Context: an optimization exercise on an open-source flow, tuned for small area and a short achievable clock period. The choices shown serve that exercise and are no tape-out recipe.
Function was checked by simulation only, so behaviour that the tests miss may differ from the original.

==> flow/design.v (outline; a module is shown in full before it is edited, if it fits) <==
// module NOAA_Module: 5361 lines
module NOAA_Module( CLK, RESET, MODE, TN, SAMPLE, DONE, AVG_SD );
  // ...
==> flow/run.sh <==
#!/bin/bash
# synth_recipe.tcl (not shown) runs the flow's synth.tcl, then flattens the netlist and writes it again
# the make line also repeats each setting of config.mk as NAME=value (left out here)
make -C /OpenROAD-flow-scripts/flow DESIGN_CONFIG=/design/flow/config.mk WORK_HOME=/design/flow/orfs CLKGATE_MAP_FILE= SYNTH_SCRIPT=/design/flow/synth_recipe.tcl finish
==> flow/config.mk <==
export PLATFORM = sky130hd
export DESIGN_NAME = NOAA_Module
export DESIGN_NICKNAME = NOAA_Module
export VERILOG_FILES = /design/flow/design.v
export SDC_FILE = /design/flow/constraint.sdc
export NUM_CORES = 4
export LEC_CHECK = 0
export ABC_AREA = 1
export CAP_MARGIN = 20
export CORE_MARGIN = 2
export CORE_UTILIZATION = 40
export SLEW_MARGIN = 20
==> flow/constraint.sdc <==
create_clock -name core_clock -period 250.0 [get_ports {CLK}]
set_input_delay 50.0000 -clock core_clock [delete_from_list [all_inputs] [get_ports {CLK}]]
set_output_delay 50.0000 -clock core_clock [all_outputs]
set_load 0.01 [all_outputs]
==> report_table.html, run 1 <==
<table>
<tr><th>Metric</th><th>Value</th></tr>
<tr><th colspan="2">Worst setup path</th></tr>
<tr><td>Reg2Reg Depth</td><td>376</td></tr>
<tr><td>Family of cells with the greatest summed delay on the critical path</td><td>adder cells</td></tr>
<tr><td>End of the worst register-to-register path</td><td>q[11]</td></tr>
<tr><td>Kind of critical path</td><td>flop to flop</td></tr>
<tr><th colspan="2">Synth</th></tr>
<tr><td>Proportion of register bits with asynchronous set or reset after synthesis</td><td>about a quarter</td></tr>
<tr><td>Synth cell types</td><td>46</td></tr>
<tr><td>Post-synthesis simple-gate area fraction</td><td>14.79%</td></tr>
<tr><td>Main area contributors after synthesis</td><td>sky130_fd_sc_hd__fa_1 35%, sky130_fd_sc_hd__dfxtp_1 11%, sky130_fd_sc_hd__inv_1 10%</td></tr>
<tr><td>Most used flip-flop cell after synthesis</td><td>sky130_fd_sc_hd__dfxtp_1</td></tr>
<tr><th colspan="2">STA</th></tr>
<tr><td>Portion of the clock cycle consumed by the worst path in the final layout</td><td>~30%</td></tr>
<tr><td>Max-slew violation total from the final report</td><td>0</td></tr>
<tr><td>Transition time at the pin with the least slew margin</td><td>~1100 ps</td></tr>
<tr><th colspan="2">Drt</th></tr>
<tr><td>Number of design rule violations left after detail routing</td><td>0</td></tr>
<tr><td>Via count of the routed design</td><td>26,902</td></tr>
<tr><td>Topmost layer with routed signal wires</td><td>met4</td></tr>
<tr><td>Average wire per cell in the routed design</td><td>approximately 18 um</td></tr>
<tr><th colspan="2">Global route</th></tr>
<tr><td>Pin count of the biggest net entering global routing</td><td>77</td></tr>
<tr><td>First-pass GRT wire length</td><td>153,500 um</td></tr>
<tr><td>All-layer global routing usage</td><td>between 20% and 30%</td></tr>
<tr><td>Routing usage on met1</td><td>29.61%</td></tr>
<tr><td>Global Route met3 Usage</td><td>slightly above 3%</td></tr>
<tr><th colspan="2">CTS</th></tr>
<tr><td>CTS tree</td><td>yes</td></tr>
<tr><td>Number of H-tree levels</td><td>1</td></tr>
<tr><td>Clock root cell</td><td>sky130_fd_sc_hd__clkbuf_16</td></tr>
<tr><td>Clock buffers created by TritonCTS</td><td>25</td></tr>
<tr><th colspan="2">Layout</th></tr>
<tr><td>Total Nets Final</td><td>4,920</td></tr>
<tr><td>Most frequent standard cell in the layout excluding fill and tap cells</td><td>sky130_fd_sc_hd__inv_1</td></tr>
<tr><td>Layout Cells excl Fill</td><td>~5,200</td></tr>
<tr><td>Sequential share of cell area</td><td>about 15%</td></tr>
<tr><th colspan="2">Placement</th></tr>
<tr><td>Final weighted congestion in routability-driven placement</td><td>0.9718</td></tr>
<tr><th colspan="2">Floorplan</th></tr>
<tr><td>Width of the die</td><td>between 200 and 300 um</td></tr>
<tr><td>Initial core utilization</td><td>40.24%</td></tr>
<tr><th colspan="2">Outcome</th></tr>
<tr><td>Outcome</td><td>finished clean</td></tr>
</table>
==> inputs of run 2 (changes only) <==
==> flow/flow/run.sh (new file) <==
#!/bin/bash
# Standard synthesis and layout; the layout's timing repair aims at a setup
# slack of 192 ns at the design's clock period (250 ns), i.e. it sizes and
# buffers the slowest paths towards an achieved period of 58 ns.
set -euo pipefail
bash standard.sh synth > synth.log 2>&1
bash standard.sh SETUP_SLACK_MARGIN=192 finish > layout.log 2>&1
==> flow/standard.sh (new file) <==
#!/bin/bash
# synth_recipe.tcl (not shown) runs the flow's synth.tcl, then flattens the netlist and writes it again
# the make line also repeats each setting of config.mk as NAME=value (left out here)
make -C /OpenROAD-flow-scripts/flow DESIGN_CONFIG=/design/flow/config.mk WORK_HOME=/design/flow/orfs CLKGATE_MAP_FILE= SYNTH_SCRIPT=/design/flow/synth_recipe.tcl "${@:-finish}"
removed: flow/run.sh
==> run 2 against run 1 <==
Net effect: global-route usage increased by 0.55 points; largest cell class unchanged; setup slack improved by 14000 ps; critical path type is now input pin to flop; final cell count increased by 5.7%; non-clock buffer count increased by 297.
==> report_table.html, run 2 <==
<table>
<tr><th>Metric</th><th>Value</th></tr>
<tr><th colspan="2">Outcome</th></tr>
<tr><td>Outcome</td><td>finished clean (unchanged)</td></tr>
<tr><th colspan="2">Synth</th></tr>
<tr><td>Flip-flop and latch count after synthesis</td><td>252 (unchanged)</td></tr>
<tr><td>Largest area contributor in the synthesized netlist</td><td>sky130_fd_sc_hd__fa_1 (unchanged)</td></tr>
<tr><td>Adder-cell area share of the yosys netlist</td><td>43.75% (unchanged)</td></tr>
<tr><td>Proportion of netlist area held by the largest area contributor</td><td>35.40% (unchanged)</td></tr>
<tr><td>Proportion of register bits with asynchronous set or reset after synthesis</td><td>24.60% (unchanged)</td></tr>
<tr><td>Most used flip-flop cell after synthesis</td><td>sky130_fd_sc_hd__dfxtp_1 (unchanged)</td></tr>
<tr><td>Count of mapped cells out of synthesis</td><td>4,141 (unchanged)</td></tr>
<tr><td>Portion of netlist area occupied by mux cells</td><td>0.7729% (unchanged)</td></tr>
<tr><td>Synthesized-area fraction occupied by ao, oa, aoi and oai cells</td><td>10.79% (unchanged)</td></tr>
<tr><td>EDFF count, synth</td><td>0 (unchanged)</td></tr>
<tr><td>Post-synthesis instance area</td><td>34,160 um^2 (unchanged)</td></tr>
<tr><td>Main area contributors after synthesis</td><td>sky130_fd_sc_hd__fa_1 35%, sky130_fd_sc_hd__dfxtp_1 11%, sky130_fd_sc_hd__inv_1 10% (unchanged)</td></tr>
<tr><td>Top cells by instance count after synthesis</td><td>953 x sky130_fd_sc_hd__inv_1, 782 x sky130_fd_sc_hd__nand2_1, 604 x sky130_fd_sc_hd__fa_1 (unchanged)</td></tr>
<tr><td>Yosys synthesis warning count</td><td>2 (unchanged)</td></tr>
<tr><td>Share of synthesized area occupied by flip-flops and latches</td><td>15.68% (unchanged)</td></tr>
<tr><td>Most common cell in the netlist</td><td>sky130_fd_sc_hd__inv_1 (unchanged)</td></tr>
<tr><td>Mapped Nets</td><td>4,988 (unchanged)</td></tr>
<tr><td>Post-synthesis simple-gate area fraction</td><td>14.79% (unchanged)</td></tr>
<tr><td>Synthesized area divided by synthesized cell count</td><td>8.249 um^2 (unchanged)</td></tr>
<tr><td>Xor-xnor portion of the synthesized cell area</td><td>1.385% (unchanged)</td></tr>
<tr><td>Largest family of logic cells by synthesized area</td><td>adder cells (unchanged)</td></tr>
<tr><td>Synth cell types</td><td>46 (unchanged)</td></tr>
<tr><th colspan="2">Worst setup path</th></tr>
<tr><td>Buf/Inv on CP</td><td>17 (was 99)</td></tr>
<tr><td>Kind of end point of the critical path</td><td>flop (unchanged)</td></tr>
<tr><td>Critical Path Slowest Stage Cell</td><td>sky130_fd_sc_hd__fa_1 (unchanged)</td></tr>
<tr><td>Worst path most repeated cell</td><td>sky130_fd_sc_hd__fa_2 (was sky130_fd_sc_hd__inv_1)</td></tr>
<tr><td>Category of the worst setup path launch point</td><td>input pin (was flop)</td></tr>
<tr><td>Arrival time at the worst endpoint</td><td>60,840 ps (was 75,120 ps)</td></tr>
<tr><td>Delay of the slowest cell on the worst path</td><td>550 ps (was 630 ps)</td></tr>
<tr><td>Family of cells with the greatest summed delay on the critical path</td><td>adder cells (unchanged)</td></tr>
<tr><td>Critical Path RT</td><td>250,450 ps (was 250,400 ps)</td></tr>
<tr><td>Kind of critical path</td><td>input pin to flop (was flop to flop)</td></tr>
<tr><td>Maximum fanout count along the critical path</td><td>7 (was 24)</td></tr>
<tr><th colspan="2">Drt</th></tr>
<tr><td>Number of detailed-route iterations in the first pass</td><td>6 (unchanged)</td></tr>
<tr><td>Number of vias per cell</td><td>5.199 (was 5.139)</td></tr>
<tr><td>Routed Antenna Nets</td><td>0 (unchanged)</td></tr>
<tr><td>Via count of the routed design</td><td>28,756 (was 26,902)</td></tr>
<tr><td>Aggregate routed wire length</td><td>102,000 um (was 95,240 um)</td></tr>
<tr><td>Average wire per cell in the routed design</td><td>18.45 um (was 18.19 um)</td></tr>
<tr><td>Number of design rule violations left after detail routing</td><td>0 (unchanged)</td></tr>
<tr><td>Number of DRC violations after detailed-routing iteration 0</td><td>2,117 (was 2,194)</td></tr>
<tr><th colspan="2">STA</th></tr>
<tr><td>Unrepaired setup endpoints after global routing</td><td>yes (was no)</td></tr>
<tr><td>Max-slew violation total from the final report</td><td>0 (unchanged)</td></tr>
<tr><td>Relative slew slack</td><td>28.99% (was 24.37%)</td></tr>
<tr><td>Transition time at the pin with the least slew margin</td><td>1055 ps (was 1123 ps)</td></tr>
<tr><td>Final Critical Period</td><td>60,390 ps (was 74,730 ps)</td></tr>
<tr><td>Final setup violation count</td><td>0 (unchanged)</td></tr>
<tr><td>Portion of the clock cycle consumed by the worst path in the final layout</td><td>24.16% (was 29.89%)</td></tr>
<tr><td>Max Fclk</td><td>0.01656 GHz (was 0.01338 GHz)</td></tr>
<tr><td>Final setup skew</td><td>16.20 ps (was 11.32 ps)</td></tr>
<tr><td>Minimum setup slack in the final design</td><td>189,610 ps (was 175,280 ps)</td></tr>
<tr><td>Worst Hold Slack</td><td>322.1 ps (was 320.8 ps)</td></tr>
<tr><td>Accumulated negative setup slack</td><td>0 ps (unchanged)</td></tr>
<tr><td>Final count of hold timing violations</td><td>0 (unchanged)</td></tr>
<tr><th colspan="2">Job</th></tr>
<tr><td>Max-capacitance violation count</td><td>0 (unchanged)</td></tr>
<tr><th colspan="2">CTS</th></tr>
<tr><td>Number of buffers inserted by hold repair at cts</td><td>0 (unchanged)</td></tr>
<tr><td>Clock buffers created by TritonCTS</td><td>24 (was 25)</td></tr>
<tr><td>Source-to-sink clock delay at the later pin of the worst-skew pair</td><td>550 ps (was 540 ps)</td></tr>
<tr><td>Number of H-tree levels</td><td>1 (unchanged)</td></tr>
<tr><td>CTS tree</td><td>yes (unchanged)</td></tr>
<tr><td>CTS clk-pin slew, worst paths</td><td>70 ps (was 60 ps)</td></tr>
<tr><td>Clock net sink count</td><td>252 (unchanged)</td></tr>
<tr><td>Clock root cell</td><td>sky130_fd_sc_hd__clkbuf_16 (unchanged)</td></tr>
<tr><td>Maximum buffer depth of the clock tree</td><td>3 (unchanged)</td></tr>
<tr><th colspan="2">Global route</th></tr>
<tr><td>Number of global-route vias before repair</td><td>28,793 (was 27,769)</td></tr>
<tr><td>First-pass GRT wire length</td><td>157,500 um (was 153,500 um)</td></tr>
<tr><td>Initial antenna violation count</td><td>2 (was 1)</td></tr>
<tr><td>Overall overflow remaining after global route</td><td>0 (unchanged)</td></tr>
<tr><td>All-layer global routing usage</td><td>22.85% (was 22.30%)</td></tr>
<tr><td>Pin count of the biggest net entering global routing</td><td>77 (unchanged)</td></tr>
<tr><th colspan="2">Layout</th></tr>
<tr><td>Max reg flops</td><td>168 (unchanged)</td></tr>
<tr><td>Largest registers</td><td>win (168), ss (28), s (16) (unchanged)</td></tr>
<tr><td>Register bank with the most flops</td><td>win (unchanged)</td></tr>
<tr><td>Layout cells sized above 1</td><td>23.89% (was 5.867%)</td></tr>
<tr><td>Total Nets Final</td><td>5,216 (was 4,920)</td></tr>
<tr><td>Area overhead of the layout relative to synthesis</td><td>22.04% (was 6.842%)</td></tr>
<tr><td>Final Core Density</td><td>49.11% (was 43.00%)</td></tr>
<tr><td>Commonest cells after routing, fill and taps aside</td><td>834 x sky130_fd_sc_hd__inv_1, 711 x sky130_fd_sc_hd__nand2_1, 518 x sky130_fd_sc_hd__fa_1 (was 951 x sky130_fd_sc_hd__inv_1, 781 x sky130_fd_sc_hd__nand2_1, 604 x sky130_fd_sc_hd__fa_1)</td></tr>
<tr><td>Most frequent standard cell in the layout excluding fill and tap cells</td><td>sky130_fd_sc_hd__inv_1 (unchanged)</td></tr>
<tr><td>Number of antenna diodes</td><td>0 (unchanged)</td></tr>
<tr><th colspan="2">Floorplan</th></tr>
<tr><td>Initial core utilization</td><td>40.24% (unchanged)</td></tr>
<tr><td>Core area</td><td>84,880 um^2 (unchanged)</td></tr>
<tr><td>Core Rows</td><td>107 (unchanged)</td></tr>
<tr><td>Total Die Area</td><td>87,750 um^2 (unchanged)</td></tr>
<tr><td>Die Y-Extent</td><td>296.2 um (unchanged)</td></tr>
<tr><td>Width of the die</td><td>296.2 um (unchanged)</td></tr>
<tr><td>Ports placed on the boundary</td><td>29 (unchanged)</td></tr>
<tr><th colspan="2">Placement</th></tr>
<tr><td>Sum of net half-perimeters after detailed placement</td><td>74,940 um (was 75,870 um)</td></tr>
<tr><td>Final weighted congestion in routability-driven placement</td><td>0.9916 (was 0.9718)</td></tr>
<tr><td>Post-Place Worst Slack</td><td>178,400 ps (was 175,740 ps)</td></tr>
<tr><td>Input/output buffers</td><td>28 (unchanged)</td></tr>
<tr><th colspan="2">Worst hold path</th></tr>
<tr><td>Min-delay worst type</td><td>flop to flop (unchanged)</td></tr>
</table>
==> run 2: cell types whose count changed in the layout (fill, tap and decap cells not counted), moves of 45 or more <==
cell / before / now
sky130_fd_sc_hd__buf_4: 52 / 315
sky130_fd_sc_hd__fa_1: 604 / 518
sky130_fd_sc_hd__fa_2: 0 / 86
sky130_fd_sc_hd__ha_1: 228 / 163
sky130_fd_sc_hd__ha_4: 0 / 51
sky130_fd_sc_hd__inv_1: 951 / 834
sky130_fd_sc_hd__inv_2: 26 / 107
sky130_fd_sc_hd__nand2_1: 781 / 711
sky130_fd_sc_hd__nand2_4: 0 / 64
sky130_fd_sc_hd__nand3_1: 135 / 90
==> run 2: logic make-up (layout without fill, tap and decap cells) <==
group           after synthesis  count (layout)
flops                       252             252
buf+inv                    1156            1402
compound gates              635             635
simple gates               1186            1186
fa+ha+maj                   832             832
mux                          26              26
xor+xnor                     54              54
==> run 2: worst paths after layout <==
path / from / endpoint / slack [ps] / depth (start not counted)
max: TN[1] / aq_r[0] / 189610 / 62
min: win[1][9] / win[2][9] / 320 / 0
max reg2reg: n[0] / q[11] / 193780 / 346
min reg2reg: win[1][9] / win[2][9] / 320 / 0
max in group asynchronous: RESET / n[2] / 199320 / 3
min in group asynchronous: RESET / s[15] / 50040 / 3
==> run 2: area by class of cell <==
cell class	count	area, um^2
Tap cell	1144	1431
Clock buffer	30	663.1
Inverter	981	3821
Clock inverter	14	167.7
Sequential cell	252	5361
Fill cell	8093	43190
Multi-Input combinational cell	2733	27080
Timing Repair Buffer	377	3166
==> run 2: stage by stage <==
stage	instances	area [um^2]
after global routing	5531	41690
after detailed placement	5191	35900
after global placement	5191	35900
final	5531	41690
after floorplan	4141	34560
after CTS	5413	38850
==> run 2: timing repair <==
action	CTS	global route
pin swaps	139	267
cloned	1	0
setup endpoints to repair	39	38
buffers inserted	177	118
gates resized for setup	222	442
==> run 2: per-layer routing <==
metal,track usage (%),wire (um),vias up
li1,-,-,13268
met3,3.365,7226,379
met5,0,13,-
met4,9.362,5333,2
met1,29.77,41180,13995
met2,38.10,48280,1112
==> inputs of run 3 (changes only) <==
==> flow/flow/run.sh (replaced) <==
#!/bin/bash
# Standard synthesis and layout; the layout's timing repair aims at a setup
# slack of 188 ns at the design's clock period (250 ns), i.e. it sizes and
# buffers the slowest paths towards an achieved period of 62 ns.
set -euo pipefail
bash standard.sh synth > synth.log 2>&1
bash standard.sh SETUP_SLACK_MARGIN=188 finish > layout.log 2>&1
--- a/flow/config.mk
+++ b/flow/config.mk
@@ -9,4 +9,5 @@
 export CAP_MARGIN = 20
 export CORE_MARGIN = 2
 export CORE_UTILIZATION = 40
+export PLACE_DENSITY = 0.7
 export SLEW_MARGIN = 20
==> run 3 against run 2 <==
Net effect: routed wire length shrank 4.9%; register-to-register slack worse by 3100 ps; via count down 1.7%; setup slack lost 1000 ps; sequential cell count unchanged; synthesized cell count is the same; global-route usage is 0.91 points lower; final cell count down 2.5%; count of clock-buffer cells in the layout shrank 1; first-iteration DRC count rose by 12%.
==> report_table.html, run 3 <==
<table>
<tr><th>Metric</th><th>Value</th></tr>
<tr><th colspan="2">Layout</th></tr>
<tr><td>Commonest cells after routing, fill and taps aside</td><td>907 x sky130_fd_sc_hd__inv_1, 730 x sky130_fd_sc_hd__nand2_1, 572 x sky130_fd_sc_hd__fa_1 (was 834 x sky130_fd_sc_hd__inv_1, 711 x sky130_fd_sc_hd__nand2_1, 518 x sky130_fd_sc_hd__fa_1)</td></tr>
<tr><td>Register bank with the most flops</td><td>win (unchanged)</td></tr>
<tr><td>Layout cells sized above 1</td><td>14.42% (was 23.89%)</td></tr>
<tr><td>Total Nets Final</td><td>5,080 (was 5,216)</td></tr>
<tr><td>Largest registers</td><td>win (168), ss (28), s (16) (unchanged)</td></tr>
<tr><td>Area overhead of the layout relative to synthesis</td><td>13.33% (was 22.04%)</td></tr>
<tr><td>Total of fill cells in the finished design</td><td>8,185 (was 8,093)</td></tr>
<tr><td>Most frequent standard cell in the layout excluding fill and tap cells</td><td>sky130_fd_sc_hd__inv_1 (unchanged)</td></tr>
<tr><td>Number of antenna diodes</td><td>0 (unchanged)</td></tr>
<tr><td>Post-layout instance area</td><td>38,710 um^2 (was 41,690 um^2)</td></tr>
<tr><td>Max reg flops</td><td>168 (unchanged)</td></tr>
<tr><th colspan="2">CTS</th></tr>
<tr><td>Clock buffers created by TritonCTS</td><td>24 (unchanged)</td></tr>
<tr><td>Clock root cell</td><td>sky130_fd_sc_hd__clkbuf_16 (unchanged)</td></tr>
<tr><td>CTS clk-pin slew, worst paths</td><td>70 ps (about the same)</td></tr>
<tr><td>CTS tree</td><td>yes (unchanged)</td></tr>
<tr><td>Clock net sink count</td><td>252 (unchanged)</td></tr>
<tr><td>Number of H-tree levels</td><td>1 (unchanged)</td></tr>
<tr><td>Number of buffers inserted by hold repair at cts</td><td>0 (unchanged)</td></tr>
<tr><td>Source-to-sink clock delay at the later pin of the worst-skew pair</td><td>540 ps (was 550 ps)</td></tr>
<tr><td>Maximum buffer depth of the clock tree</td><td>3 (unchanged)</td></tr>
<tr><th colspan="2">Floorplan</th></tr>
<tr><td>Width of the die</td><td>296.2 um (unchanged)</td></tr>
<tr><td>Ports placed on the boundary</td><td>29 (unchanged)</td></tr>
<tr><td>Die Y-Extent</td><td>296.2 um (unchanged)</td></tr>
<tr><td>Initial core utilization</td><td>40.24% (unchanged)</td></tr>
<tr><td>Total Die Area</td><td>87,750 um^2 (unchanged)</td></tr>
<tr><td>Core area</td><td>84,880 um^2 (unchanged)</td></tr>
<tr><td>Core Rows</td><td>107 (unchanged)</td></tr>
<tr><th colspan="2">Drt</th></tr>
<tr><td>Via count of the routed design</td><td>28,259 (was 28,756)</td></tr>
<tr><td>Number of design rule violations left after detail routing</td><td>0 (unchanged)</td></tr>
<tr><td>Aggregate routed wire length</td><td>97,000 um (was 102,000 um)</td></tr>
<tr><td>Average wire per cell in the routed design</td><td>17.98 um (was 18.45 um)</td></tr>
<tr><td>Number of detailed-route iterations in the first pass</td><td>7 (was 6)</td></tr>
<tr><td>Number of vias per cell</td><td>5.238 (was 5.199)</td></tr>
<tr><td>Routed Antenna Nets</td><td>0 (unchanged)</td></tr>
<tr><td>Number of DRC violations after detailed-routing iteration 0</td><td>2,373 (was 2,117)</td></tr>
<tr><th colspan="2">Worst setup path</th></tr>
<tr><td>Maximum fanout count along the critical path</td><td>8 (was 7)</td></tr>
<tr><td>Critical Path Slowest Stage Cell</td><td>sky130_fd_sc_hd__fa_1 (unchanged)</td></tr>
<tr><td>Arrival time at the worst endpoint</td><td>61,870 ps (was 60,840 ps)</td></tr>
<tr><td>Kind of critical path</td><td>input pin to flop (unchanged)</td></tr>
<tr><td>Worst path most repeated cell</td><td>sky130_fd_sc_hd__fa_1 (was sky130_fd_sc_hd__fa_2)</td></tr>
<tr><td>Reg2Reg Depth</td><td>360 (was 346)</td></tr>
<tr><td>Delay of the slowest cell on the worst path</td><td>540 ps (was 550 ps)</td></tr>
<tr><td>Category of the worst setup path launch point</td><td>input pin (unchanged)</td></tr>
<tr><td>Kind of end point of the critical path</td><td>flop (unchanged)</td></tr>
<tr><td>Critical Path RT</td><td>250,460 ps (was 250,450 ps)</td></tr>
<tr><th colspan="2">STA</th></tr>
<tr><td>Relative slew slack</td><td>30.78% (was 28.99%)</td></tr>
<tr><td>Unrepaired setup endpoints after global routing</td><td>no (was yes)</td></tr>
<tr><td>Final count of hold timing violations</td><td>0 (unchanged)</td></tr>
<tr><td>Portion of the clock cycle consumed by the worst path in the final layout</td><td>24.56% (was 24.16%)</td></tr>
<tr><td>Accumulated negative setup slack</td><td>0 ps (unchanged)</td></tr>
<tr><td>Final setup violation count</td><td>0 (unchanged)</td></tr>
<tr><td>Final setup skew</td><td>13.44 ps (was 16.20 ps)</td></tr>
<tr><td>Final Critical Period</td><td>61,410 ps (was 60,390 ps)</td></tr>
<tr><td>Transition time at the pin with the least slew margin</td><td>1027 ps (was 1055 ps)</td></tr>
<tr><td>Max-slew violation total from the final report</td><td>0 (unchanged)</td></tr>
<tr><td>Max Fclk</td><td>0.01628 GHz (was 0.01656 GHz)</td></tr>
<tr><th colspan="2">Synth</th></tr>
<tr><td>Share of synthesized area occupied by flip-flops and latches</td><td>15.68% (unchanged)</td></tr>
<tr><td>Post-synthesis instance area</td><td>34,160 um^2 (unchanged)</td></tr>
<tr><td>Flip-flop and latch count after synthesis</td><td>252 (unchanged)</td></tr>
<tr><td>Mapped Nets</td><td>4,988 (unchanged)</td></tr>
<tr><td>Count of mapped cells out of synthesis</td><td>4,141 (unchanged)</td></tr>
<tr><td>Proportion of netlist area held by the largest area contributor</td><td>35.40% (unchanged)</td></tr>
<tr><td>Yosys synthesis warning count</td><td>2 (unchanged)</td></tr>
<tr><td>Most common cell in the netlist</td><td>sky130_fd_sc_hd__inv_1 (unchanged)</td></tr>
<tr><td>Main area contributors after synthesis</td><td>sky130_fd_sc_hd__fa_1 35%, sky130_fd_sc_hd__dfxtp_1 11%, sky130_fd_sc_hd__inv_1 10% (unchanged)</td></tr>
<tr><td>Synth cell types</td><td>46 (unchanged)</td></tr>
<tr><td>Largest area contributor in the synthesized netlist</td><td>sky130_fd_sc_hd__fa_1 (unchanged)</td></tr>
<tr><td>Synthesized area divided by synthesized cell count</td><td>8.249 um^2 (unchanged)</td></tr>
<tr><td>Top cells by instance count after synthesis</td><td>953 x sky130_fd_sc_hd__inv_1, 782 x sky130_fd_sc_hd__nand2_1, 604 x sky130_fd_sc_hd__fa_1 (unchanged)</td></tr>
<tr><td>EDFF count, synth</td><td>0 (unchanged)</td></tr>
<tr><td>Proportion of register bits with asynchronous set or reset after synthesis</td><td>24.60% (unchanged)</td></tr>
<tr><td>Most used flip-flop cell after synthesis</td><td>sky130_fd_sc_hd__dfxtp_1 (unchanged)</td></tr>
<tr><th colspan="2">Global route</th></tr>
<tr><td>All-layer global routing usage</td><td>21.94% (was 22.85%)</td></tr>
<tr><td>First-pass GRT wire length</td><td>152,100 um (was 157,500 um)</td></tr>
<tr><td>Initial antenna violation count</td><td>0 (was 2)</td></tr>
<tr><td>Number of global-route vias before repair</td><td>28,267 (was 28,793)</td></tr>
<tr><td>Pin count of the biggest net entering global routing</td><td>77 (unchanged)</td></tr>
<tr><td>Overall overflow remaining after global route</td><td>0 (unchanged)</td></tr>
<tr><th colspan="2">Placement</th></tr>
<tr><td>Post-placement cell area</td><td>35,610 um^2 (was 35,900 um^2)</td></tr>
<tr><td>Input/output buffers</td><td>28 (unchanged)</td></tr>
<tr><td>Sum of net half-perimeters after detailed placement</td><td>73,520 um (was 74,940 um)</td></tr>
<tr><td>Final weighted congestion in routability-driven placement</td><td>0.9467 (was 0.9916)</td></tr>
<tr><th colspan="2">Worst hold path</th></tr>
<tr><td>Min-delay worst type</td><td>flop to flop (unchanged)</td></tr>
<tr><td>Number of cells on the worst hold path</td><td>0 (unchanged)</td></tr>
<tr><th colspan="2">Job</th></tr>
<tr><td>Max-capacitance violation count</td><td>0 (unchanged)</td></tr>
<tr><th colspan="2">Outcome</th></tr>
<tr><td>Outcome</td><td>finished clean (unchanged)</td></tr>
</table>
## run 3: metal layers
metal | global-route usage, % | share of wire (%) | up-vias
met5 | 0 | 0 | -
met4 | 8.623 | 5.3 | 0
met3 | 3.650 | 8.2 | 369
met2 | 36.72 | 47 | 1309
met1 | 28.33 | 40 | 13594
li1 | - | - | 12987
## run 3: worst paths after layout
kind / startpoint / endpoint / slack [ps]
min in group asynchronous: RESET / s[14] / 50060
max: TN[1] / ar_r[0] / 188590
min reg2reg: win[12][4] / win[13][4] / 320
min: win[12][4] / win[13][4] / 320
max in group asynchronous: RESET / n[3] / 199310
max reg2reg: n[0] / q[11] / 190640
## run 3: layout make-up
| class | instances | area [um^2] | share of cell area [%] |
|---|---|---|---|
| Multi-Input combinational cell | 2733 | 25340 | 65.45 |
| Sequential cell | 252 | 5361 | 13.85 |
| Inverter | 981 | 3802 | 9.823 |
| Timing Repair Buffer | 241 | 1972 | 5.094 |
| Tap cell | 1144 | 1431 | 3.698 |
| Clock buffer | 29 | 670.6 | 1.732 |
| Clock inverter | 15 | 137.6 | 0.3555 |
## run 3: cell families after synthesis
group,Yosys count,share of synthesized area [%]
xor gates and xnor gates,54,1.385
DFF,252,15.68
AOI/OAI and AO/OA,635,10.79
buffers and inverters,1156,12.82
and+or+nand+nor,1186,14.79
muxes,26,0.7729
adders and majority gates,832,43.75
## run 3: critical path, delay by kind of cell
kind	cells	cell delay (ps)
buffers and inverters	17	1820
adders and majority gates	21	6920
and+or+nand+nor	12	1050
AOI/OAI and AO/OA	15	1860
xor gates and xnor gates	1	190
## run 3: what timing repair did
| item | 4_1_cts | 5_1_grt |
|---|---|---|
| gates cloned | 1 | 0 |
| setup endpoints to repair | 29 | 29 |
| buffers inserted | 51 | 112 |
| pin swaps | 14 | 121 |
| gates resized for setup | 123 | 168 |
## run 3: stage by stage
stage / cells / hold WS [ps] / worst slack (ps) / util, %
3_5_place_dp: 5187 / 312.1 / 175820 / 41.95
6_report: 5395 / 322.3 / 188590 / 45.61
2_1_floorplan: 4141 / 309.6 / 188020 / -
3_3_place_gp: 5187 / 309.7 / 179210 / 41.95
4_1_cts: 5283 / 324.4 / 188020 / 43.85
5_1_grt: 5395 / 330.7 / 187250 / 45.61
==> inputs of run 4 (changes only) <==
--- a/flow/config.mk
+++ b/flow/config.mk
@@ -9,5 +9,4 @@
 export CAP_MARGIN = 20
 export CORE_MARGIN = 2
 export CORE_UTILIZATION = 40
-export PLACE_DENSITY = 0.7
 export SLEW_MARGIN = 20
==> run 4 against run 3 <==
Net effect: first-iteration DRC count fell by 5.7%; setup slack better by 68 ps; via count shrank 1.7%; count of clock-buffer cells in the layout up 4; utilization up 0.072 points; die area did not move; routed wire length grew 1.3%; final area increased by 0.16%; still clean on timing, DRC and antenna; sequential cell count unchanged; non-clock buffer count is 5 higher.
==> report_table.html, run 4 <==
<table>
<tr><th>Metric</th><th>Value</th></tr>
<tr><th colspan="2">Global route</th></tr>
<tr><td>All-layer global routing usage</td><td>22.66% (was 21.94%)</td></tr>
<tr><td>Number of global-route vias before repair</td><td>28,115 (was 28,267)</td></tr>
<tr><td>Initial antenna violation count</td><td>1 (was 0)</td></tr>
<tr><td>First-pass GRT wire length</td><td>155,500 um (was 152,100 um)</td></tr>
<tr><td>Overall overflow remaining after global route</td><td>0 (unchanged)</td></tr>
<tr><td>Pin count of the biggest net entering global routing</td><td>71 (was 77)</td></tr>
<tr><th colspan="2">STA</th></tr>
<tr><td>Final count of hold timing violations</td><td>0 (unchanged)</td></tr>
<tr><td>Final setup violation count</td><td>0 (unchanged)</td></tr>
<tr><td>Accumulated negative setup slack</td><td>0 ps (unchanged)</td></tr>
<tr><td>Unrepaired setup endpoints after global routing</td><td>no (unchanged)</td></tr>
<tr><td>Max-slew violation total from the final report</td><td>0 (unchanged)</td></tr>
<tr><td>Final setup skew</td><td>27.32 ps (was 13.44 ps)</td></tr>
<tr><td>Relative slew slack</td><td>30.46% (was 30.78%)</td></tr>
<tr><td>Final Critical Period</td><td>61,340 ps (was 61,410 ps)</td></tr>
<tr><td>Max Fclk</td><td>0.01630 GHz (was 0.01628 GHz)</td></tr>
<tr><td>Portion of the clock cycle consumed by the worst path in the final layout</td><td>24.54% (was 24.56%)</td></tr>
<tr><td>Transition time at the pin with the least slew margin</td><td>1034 ps (was 1027 ps)</td></tr>
<tr><th colspan="2">Worst setup path</th></tr>
<tr><td>Critical Path Slowest Stage Cell</td><td>sky130_fd_sc_hd__fa_1 (unchanged)</td></tr>
<tr><td>Worst setup startpoint</td><td>TN[1] (unchanged)</td></tr>
<tr><td>Maximum fanout count along the critical path</td><td>8 (unchanged)</td></tr>
<tr><td>Family of cells with the greatest summed delay on the critical path</td><td>adder cells (unchanged)</td></tr>
<tr><td>Total stage count of the critical path</td><td>63 (was 66)</td></tr>
<tr><td>Critical Path RT</td><td>250,440 ps (was 250,460 ps)</td></tr>
<tr><td>Arrival time at the worst endpoint</td><td>61,790 ps (was 61,870 ps)</td></tr>
<tr><td>Reg2Reg Depth</td><td>364 (was 360)</td></tr>
<tr><td>Buf/Inv on CP</td><td>16 (was 17)</td></tr>
<tr><td>Kind of critical path</td><td>input pin to flop (unchanged)</td></tr>
<tr><td>Worst path most repeated cell</td><td>sky130_fd_sc_hd__fa_1 (unchanged)</td></tr>
<tr><td>Kind of end point of the critical path</td><td>flop (unchanged)</td></tr>
<tr><td>Category of the worst setup path launch point</td><td>input pin (unchanged)</td></tr>
<tr><td>Startpoint of the most critical register-to-register path</td><td>n[0] (unchanged)</td></tr>
<tr><td>Delay of the slowest cell on the worst path</td><td>540 ps (about the same)</td></tr>
<tr><th colspan="2">Floorplan</th></tr>
<tr><td>Initial core utilization</td><td>40.24% (unchanged)</td></tr>
<tr><td>Die Y-Extent</td><td>296.2 um (unchanged)</td></tr>
<tr><td>Core area</td><td>84,880 um^2 (unchanged)</td></tr>
<tr><td>Width of the die</td><td>296.2 um (unchanged)</td></tr>
<tr><td>Core Rows</td><td>107 (unchanged)</td></tr>
<tr><td>Total Die Area</td><td>87,750 um^2 (unchanged)</td></tr>
<tr><td>Ports placed on the boundary</td><td>29 (unchanged)</td></tr>
<tr><th colspan="2">Synth</th></tr>
<tr><td>Most common cell in the netlist</td><td>sky130_fd_sc_hd__inv_1 (unchanged)</td></tr>
<tr><td>Proportion of netlist area held by the largest area contributor</td><td>35.40% (unchanged)</td></tr>
<tr><td>Mapped Nets</td><td>4,988 (unchanged)</td></tr>
<tr><td>Synthesized area divided by synthesized cell count</td><td>8.249 um^2 (unchanged)</td></tr>
<tr><td>Flip-flop and latch count after synthesis</td><td>252 (unchanged)</td></tr>
<tr><td>Largest area contributor in the synthesized netlist</td><td>sky130_fd_sc_hd__fa_1 (unchanged)</td></tr>
<tr><td>Synth cell types</td><td>46 (unchanged)</td></tr>
<tr><td>Main area contributors after synthesis</td><td>sky130_fd_sc_hd__fa_1 35%, sky130_fd_sc_hd__dfxtp_1 11%, sky130_fd_sc_hd__inv_1 10% (unchanged)</td></tr>
<tr><td>EDFF count, synth</td><td>0 (unchanged)</td></tr>
<tr><td>Proportion of register bits with asynchronous set or reset after synthesis</td><td>24.60% (unchanged)</td></tr>
<tr><td>Count of mapped cells out of synthesis</td><td>4,141 (unchanged)</td></tr>
<tr><td>Share of synthesized area occupied by flip-flops and latches</td><td>15.68% (unchanged)</td></tr>
<tr><td>Top cells by instance count after synthesis</td><td>953 x sky130_fd_sc_hd__inv_1, 782 x sky130_fd_sc_hd__nand2_1, 604 x sky130_fd_sc_hd__fa_1 (unchanged)</td></tr>
<tr><td>Most used flip-flop cell after synthesis</td><td>sky130_fd_sc_hd__dfxtp_1 (unchanged)</td></tr>
<tr><td>Yosys synthesis warning count</td><td>2 (unchanged)</td></tr>
<tr><td>Post-synthesis instance area</td><td>34,160 um^2 (unchanged)</td></tr>
<tr><th colspan="2">Layout</th></tr>
<tr><td>Layout cells sized above 1</td><td>14.22% (was 14.42%)</td></tr>
<tr><td>Commonest cells after routing, fill and taps aside</td><td>906 x sky130_fd_sc_hd__inv_1, 732 x sky130_fd_sc_hd__nand2_1, 570 x sky130_fd_sc_hd__fa_1 (was 907 x sky130_fd_sc_hd__inv_1, 730 x sky130_fd_sc_hd__nand2_1, 572 x sky130_fd_sc_hd__fa_1)</td></tr>
<tr><td>Most frequent standard cell in the layout excluding fill and tap cells</td><td>sky130_fd_sc_hd__inv_1 (unchanged)</td></tr>
<tr><td>Area overhead of the layout relative to synthesis</td><td>13.51% (was 13.33%)</td></tr>
<tr><td>Largest registers</td><td>win (168), ss (28), s (16) (unchanged)</td></tr>
<tr><td>Total Nets Final</td><td>5,086 (was 5,080)</td></tr>
<tr><td>Number of antenna diodes</td><td>0 (unchanged)</td></tr>
<tr><td>Total of fill cells in the finished design</td><td>8,302 (was 8,185)</td></tr>
<tr><td>Layout Cells excl Fill</td><td>5,400 (was 5,395)</td></tr>
<tr><td>Register bank with the most flops</td><td>win (unchanged)</td></tr>
<tr><td>Max reg flops</td><td>168 (unchanged)</td></tr>
<tr><th colspan="2">Drt</th></tr>
<tr><td>Number of DRC violations after detailed-routing iteration 0</td><td>2,237 (was 2,373)</td></tr>
<tr><td>Aggregate routed wire length</td><td>98,220 um (was 97,000 um)</td></tr>
<tr><td>Routed Antenna Nets</td><td>0 (unchanged)</td></tr>
<tr><td>Average wire per cell in the routed design</td><td>18.19 um (was 17.98 um)</td></tr>
<tr><td>Number of design rule violations left after detail routing</td><td>0 (unchanged)</td></tr>
<tr><td>Number of vias per cell</td><td>5.142 (was 5.238)</td></tr>
<tr><td>Via count of the routed design</td><td>27,766 (was 28,259)</td></tr>
<tr><td>Number of detailed-route iterations in the first pass</td><td>6 (was 7)</td></tr>
<tr><th colspan="2">Worst hold path</th></tr>
<tr><td>Number of cells on the worst hold path</td><td>0 (unchanged)</td></tr>
<tr><td>Hold_sp</td><td>win[4][4] (was win[12][4])</td></tr>
<tr><td>Min-delay worst type</td><td>flop to flop (unchanged)</td></tr>
<tr><th colspan="2">CTS</th></tr>
<tr><td>Clock net sink count</td><td>252 (unchanged)</td></tr>
<tr><td>CTS clk-pin slew, worst paths</td><td>60 ps (was 70 ps)</td></tr>
<tr><td>Number of H-tree levels</td><td>1 (unchanged)</td></tr>
<tr><td>Maximum buffer depth of the clock tree</td><td>3 (unchanged)</td></tr>
<tr><td>Clock buffers created by TritonCTS</td><td>25 (was 24)</td></tr>
<tr><td>Source-to-sink clock delay at the later pin of the worst-skew pair</td><td>560 ps (was 540 ps)</td></tr>
<tr><td>Clock root cell</td><td>sky130_fd_sc_hd__clkbuf_16 (unchanged)</td></tr>
<tr><td>CTS tree</td><td>yes (unchanged)</td></tr>
<tr><th colspan="2">Outcome</th></tr>
<tr><td>Outcome</td><td>finished clean (unchanged)</td></tr>
<tr><th colspan="2">Placement</th></tr>
<tr><td>Input/output buffers</td><td>28 (unchanged)</td></tr>
<tr><td>Total instance count after detailed placement</td><td>5,189 (was 5,187)</td></tr>
<tr><td>Final weighted congestion in routability-driven placement</td><td>0.9628 (was 0.9467)</td></tr>
<tr><td>Sum of net half-perimeters after detailed placement</td><td>74,650 um (was 73,520 um)</td></tr>
<tr><th colspan="2">Job</th></tr>
<tr><td>Max-capacitance violation count</td><td>0 (unchanged)</td></tr>
</table>
run 4: worst paths after layout:
kind                       slack, ps         to
hold / removal                   320  win[5][4]
setup reg to reg              190930      q[11]
max in group asynchronous     199310       n[1]
min in group asynchronous      50040      q[11]
setup / recovery              188660    ar_r[3]
hold reg to reg                  320  win[5][4]
run 4: metal layers:
layer / wire length [um] / GRT usage [%]
met5: 0 / 0
met4: 4461 / 8.561
met3: 6436 / 3.050
met2: 45910 / 37.62
met1: 41410 / 30.11
run 4: layout make-up:
class / count / area, um^2 / share of cell area (%)
Sequential cell: 252 / 5361 / 13.83
Timing Repair Buffer: 246 / 2053 / 5.296
Clock buffer: 33 / 695.7 / 1.794
Multi-Input combinational cell: 2733 / 25300 / 65.26
Tap cell: 1144 / 1431 / 3.692
Clock inverter: 11 / 126.4 / 0.3259
Inverter: 981 / 3802 / 9.807
run 4: repair_timing:
action                     CTS  global route
pin swaps                   16           114
cloned                       2             0
setup endpoints to repair   29            29
buffers inserted            55           110
gates resized for setup    123           160
hold buffers                 0             0
run 4: kinds of logic (layout without fill, tap and decap cells):
| group | after synthesis | count (layout) | share of synthesized area [%] |
|---|---|---|---|
| adders and majority gates | 832 | 832 | 43.75 |
| and+or+nand+nor | 1186 | 1186 | 14.79 |
| xor gates and xnor gates | 54 | 54 | 1.385 |
| AOI/OAI and AO/OA | 635 | 635 | 10.79 |
| muxes | 26 | 26 | 0.7729 |
| DFF | 252 | 252 | 15.68 |
| buffers and inverters | 1156 | 1271 | 12.82 |
run 4: stage by stage:
step / util (%) / instance area [um^2] / hold WS (ps) / worst slack, ps
finish: 45.68 / 38770 / 322.1 / 188660
detailed placement: 41.99 / 35640 / 312.1 / 175510
floorplan: - / 34160 / 309.6 / 188020
CTS: 44.01 / 37350 / 321.8 / 188010
global route: 45.68 / 38770 / 325.5 / 187420
global placement: 41.99 / 35640 / 310.1 / 178490

==> port drivers added, routing unchanged <==
Ports are ideal in the flow. The routed layouts listed here were re-timed in OpenROAD.
Step 1 assumes that a clkbuf_16 drives the clock port and a buf_2 every other input.
Step 2 adds t to the input delays and takes it off the output delays; t is the mean of the earliest and latest rising clock arrival at the registers after step 1. Input paths then give back, and output paths get back, about the clock's delay inside the block.
Three values: no drivers, after step 1, after step 2; two values: the first two.
| run | t, ns | setup WS [ns] | worst setup path at the end |
|---|---|---|---|
| run 1 | 0.590 | 175.275 / 175.275 / 175.275 | register to register |
| run 2 | 0.597 | 189.607 / 189.628 / 189.031 | input to register |
| run 3 | 0.585 | 188.589 / 188.613 / 188.028 | input to register |
| run 4 | 0.599 | 188.657 / 188.687 / 188.088 | input to register |
After both steps setup and hold are still met in every run listed. The setup slack of run 2, which loses most, moves by +0.021 ns with the drivers and by -0.576 ns with both steps.
